Context: an optimization exercise on an open-source flow, tuned for small area. The choices shown serve that exercise and are no tape-out recipe. The RTL was checked by simulation tests, not by an equivalence proof against the original design. Power figures rest on the tool's default switching activity, not on a simulated workload.

Setup of violet:
// FlappyBird
module FlappyBird(
    input CLOCK_50,
    input rst_n,
    input [1:0] KEY,
    output VGA_HS,
    output VGA_VS,
    output [7:0] VGA_R, VGA_G, VGA_B,
    output [6:0] HEX2, HEX1, HEX0,
    output VGA_BLANK_N,
    output VGA_SYNC_N,
    output VGA_CLK
    );
    function ge10(input [9:0] x, input [9:0] c);
        integer i;
        reg r;
        begin
            r = 1'b1;
            for (i = 0; i < 10; i = i + 1)
                r = c[i] ? (x[i] & r) : (x[i] | r);
            ge10 = r;
        end
    endfunction
    function ge11(input [10:0] x, input [10:0] c);
        integer i;
        reg r;
        begin
            r = 1'b1;
            for (i = 0; i < 11; i = i + 1)
                r = c[i] ? (x[i] & r) : (x[i] | r);
            ge11 = r;
        end
    endfunction
    function in10(input [9:0] x, input [9:0] lo, input [9:0] hi1);
        in10 = ge10(x, lo) & ~ge10(x, hi1);
    endfunction
  ...
Settings: LEC_CHECK=0, CAP_MARGIN=20, CORE_MARGIN=2, CORE_UTILIZATION=70, CTS_BUF_LIST=sky130_fd_sc_hd__clkbuf_4 sky130_fd_sc_hd__clkbuf_8, PLACE_DENSITY=0.8, SLEW_MARGIN=20; clock period 10.0 ns.
standard.sh (not shown) runs the stock make flow with config.mk's settings and CLKGATE_MAP_FILE= SYNTH_SCRIPT=/design/flow/synth_recipe.tcl, a recipe that flattens the netlist after the stock synthesis.
==> flow/flow/run.sh <==
#!/bin/bash
set -euo pipefail
W=$(pwd)
# synthesis script: the standard flow's, sourcing a copy of ORFS's synth.tcl whose abc
# call uses our script
sed -e "s#^  log_cmd abc {\*}\$abc_args#  log_cmd abc {*}[lreplace \$abc_args 1 1 $W/flow/abc_area.script]#" \
    "$FLOW_HOME/scripts/synth.tcl" > "$W/synth_area.tcl"
grep -q "abc_area.script" "$W/synth_area.tcl"
sed -e "s#source \$::env(SCRIPTS_DIR)/synth.tcl#source $W/synth_area.tcl#" \
    "$W/synth_recipe.tcl" > "$W/synth_recipe_area.tcl"
grep -q "synth_area.tcl" "$W/synth_recipe_area.tcl"
# standard.sh with our synthesis script and no adder cell mapping
sed -e "s#SYNTH_SCRIPT=[^ ]*#SYNTH_SCRIPT=$W/synth_recipe_area.tcl ADDER_MAP_FILE=#" \
    "$W/standard.sh" > "$W/standard_area.sh"
grep -q "synth_recipe_area.tcl" "$W/standard_area.sh"
export BUFFER_PORTS_ARGS="-buffer_cell sky130_fd_sc_hd__buf_1"
bash "$W/standard_area.sh" > "$W/flow.log" 2>&1
==> flow/flow/abc_area.script <==
strash
dc2
&get -n
&deepsyn -T 120
&put
strash
dc2
&get -n
&dch -f
&nf -a -R 1000
&put
violet: done, clean on timing, DRC and antenna
Edits applied to the flow inputs when going from violet to zinc:
--- a/flow/design.v
+++ b/flow/design.v
@@ -75,31 +75,31 @@
         reg c, nb;
         begin
             c = 1'b1;
             for (i = 0; i < 10; i = i + 1) begin
                 nb = ~b[i];
                 sub10[i] = a[i] ^ nb ^ c;
                 c = (a[i] & nb) | (c & (a[i] | nb));
             end
         end
     endfunction
     wire clr_n = KEY[1];
     reg [8:0] tb;
-    wire pix_en = ~tb[0];
-    wire tick = (tb == 9'd0);
+    wire pix_en = tb[0];
+    wire tick = tb[8] & tb[7] & tb[6] & tb[5] & tb[4] & tb[2] & tb[0];   
     wire [9:0] tb_inc = inc10({1'b0, tb}, 1'b1);
     always @(posedge CLOCK_50, negedge rst_n)
-        if (!rst_n) tb <= 9'd1;
-        else tb <= (tb[8] & tb[7] & tb[6] & tb[5] & tb[4] & tb[2] & tb[0]) ? 9'd0 : tb_inc[8:0];
-    assign VGA_CLK = tb[0];
+        if (!rst_n) tb <= 9'd0;
+        else tb <= tick ? 9'd0 : tb_inc[8:0];
+    assign VGA_CLK = ~tb[0];
     assign VGA_BLANK_N = 1'b1;
     assign VGA_SYNC_N = 1'b1;
     reg [9:0] hp, vq;
     reg hz;
     wire hwrap = hp[9] & hp[8] & hp[5];               
     wire vwrap = ~vq[9] & vq[8] & vq[6] & vq[5] & vq[3] & vq[2] & vq[0];   
     wire ce = pix_en & clr_n;
     wire [9:0] hp_inc = inc10(hp, ce);
     wire [9:0] vq_inc = inc10(vq, ce & hwrap & ~hz);
     wire hclr = ce & (hz | hwrap);
     wire vclr = ce & (hz | (hwrap & vwrap));
     always @(posedge CLOCK_50, negedge rst_n)
@@ -175,37 +175,34 @@
     wire d0n = sd0[3] & sd0[0];
     wire d1n = sd1[3] & sd1[0];
     wire top = sd2[1] & sd1[2] & ~sd1[1] & sd1[0] & sd0[2] & ~sd0[1] & sd0[0];  
     wire k0 = pix_en & si;
     wire k1 = k0 & d0n;
     wire k2 = k1 & d1n;
     wire zall = pix_en & hz | k0 & top;
     wire [9:0] sd0_inc = inc10({6'b0, sd0}, k0);
     wire [9:0] sd1_inc = inc10({6'b0, sd1}, k1);
     wire [9:0] sd2_inc = inc10({8'b0, sd2}, k2);
     always @(posedge CLOCK_50, negedge rst_n)
         if (!rst_n) begin
-            sd2 <= 2'd0; sd1 <= 4'd0; sd0 <= 4'd0; si <= 1'b0;
+            sd2 <= 2'd0; sd1 <= 4'd0; sd0 <= 4'd0;
         end else begin
             sd0 <= (zall | k1) ? 4'd0 : sd0_inc[3:0];
             sd1 <= (zall | k2) ? 4'd0 : sd1_inc[3:0];
             sd2 <= zall ? 2'd0 : sd2_inc[1:0];
-            if (!clr_n) begin
-                si <= 1'b0;
-            end else if (active & (w1 | w2 | w3)) begin
-                si <= 1'b1;
-            end else if (pix_en) begin
-                si <= 1'b0;
-            end
-        end
+        end
+    always @(posedge CLOCK_50)
+        if (!clr_n) si <= 1'b0;
+        else if (active & (w1 | w2 | w3)) si <= 1'b1;
+        else if (pix_en) si <= 1'b0;
     hex_decoder H0(.d(sd0), .seg(HEX0));
     hex_decoder H1(.d(sd1), .seg(HEX1));
     assign HEX2 = {~sd2[1], sd2[0] | sd2[1], sd2[0], sd2[0], sd2[1], 1'b0, sd2[0]};
     wire [9:0] bd = sub10(vq, bq);
     wire bpix = in10(hp, 10'd180, 10'd211) & bird_ok & ~ge10(bd, 10'd31);
     wire [10:0] w = sub11({1'b0, hp}, {1'b0, xq});
     wire [10:0] wu = {~w[10], w[9:0]};
     assign sw = in11(wu, 11'd1024, 11'd1085);    
     wire s2a = in11(wu, 11'd1284, 11'd1345);   
     wire s2b = in11(wu, 11'd489, 11'd550);     
     wire s3a = in11(wu, 11'd1524, 11'd1585);   
     wire s3b = in11(wu, 11'd729, 11'd790);     
[summary]
zinc against violet; mean instance size in the synthesized netlist is down slightly.
Total iterations of the first detailed-routing run was higher in the run labelled zinc.
On peak supply drop: zinc sits above violet.
Re largest fanout on the critical path: zinc is 4 up on violet.
Lower static leakage power goes to zinc over violet.
Share of synthesized flip-flops with an asynchronous set or reset came out lower on zinc than on violet.
[compare] base=violet new=zinc: number of different library cells in the post-synthesis netlist rose 9.1%, number of buffers outside the clock class in the layout rose about 6%.
Minimum period implied by the final worst setup slack: zinc > violet

separate check: timing with driven ports:
No port has a modelled driver above. Below, the same layouts with a new extraction and two added sets of constraints. Step 1, drivers: a clkbuf_16 drives CLOCK_50 and a buf_2 each remaining input, both assumed. Step 2 adds t to the input delays and takes it off the output delays; t is the mean of the earliest and latest rising clock arrival at the registers after step 1. Input paths then give back, and output paths get back, about the clock's delay inside the block. Three values: ideal, step 1, step 2; two values: the first two.
run	t, ns	setup WS [ns]	worst data-port slew with drivers (ns)	pins driven straight from the clock port
violet	0.425	2.954 / 2.954 / 2.954	0.03	1
zinc	0.424	2.303 / 2.303 / 2.303	0.03	1
After both steps setup and hold are still met in every run listed.
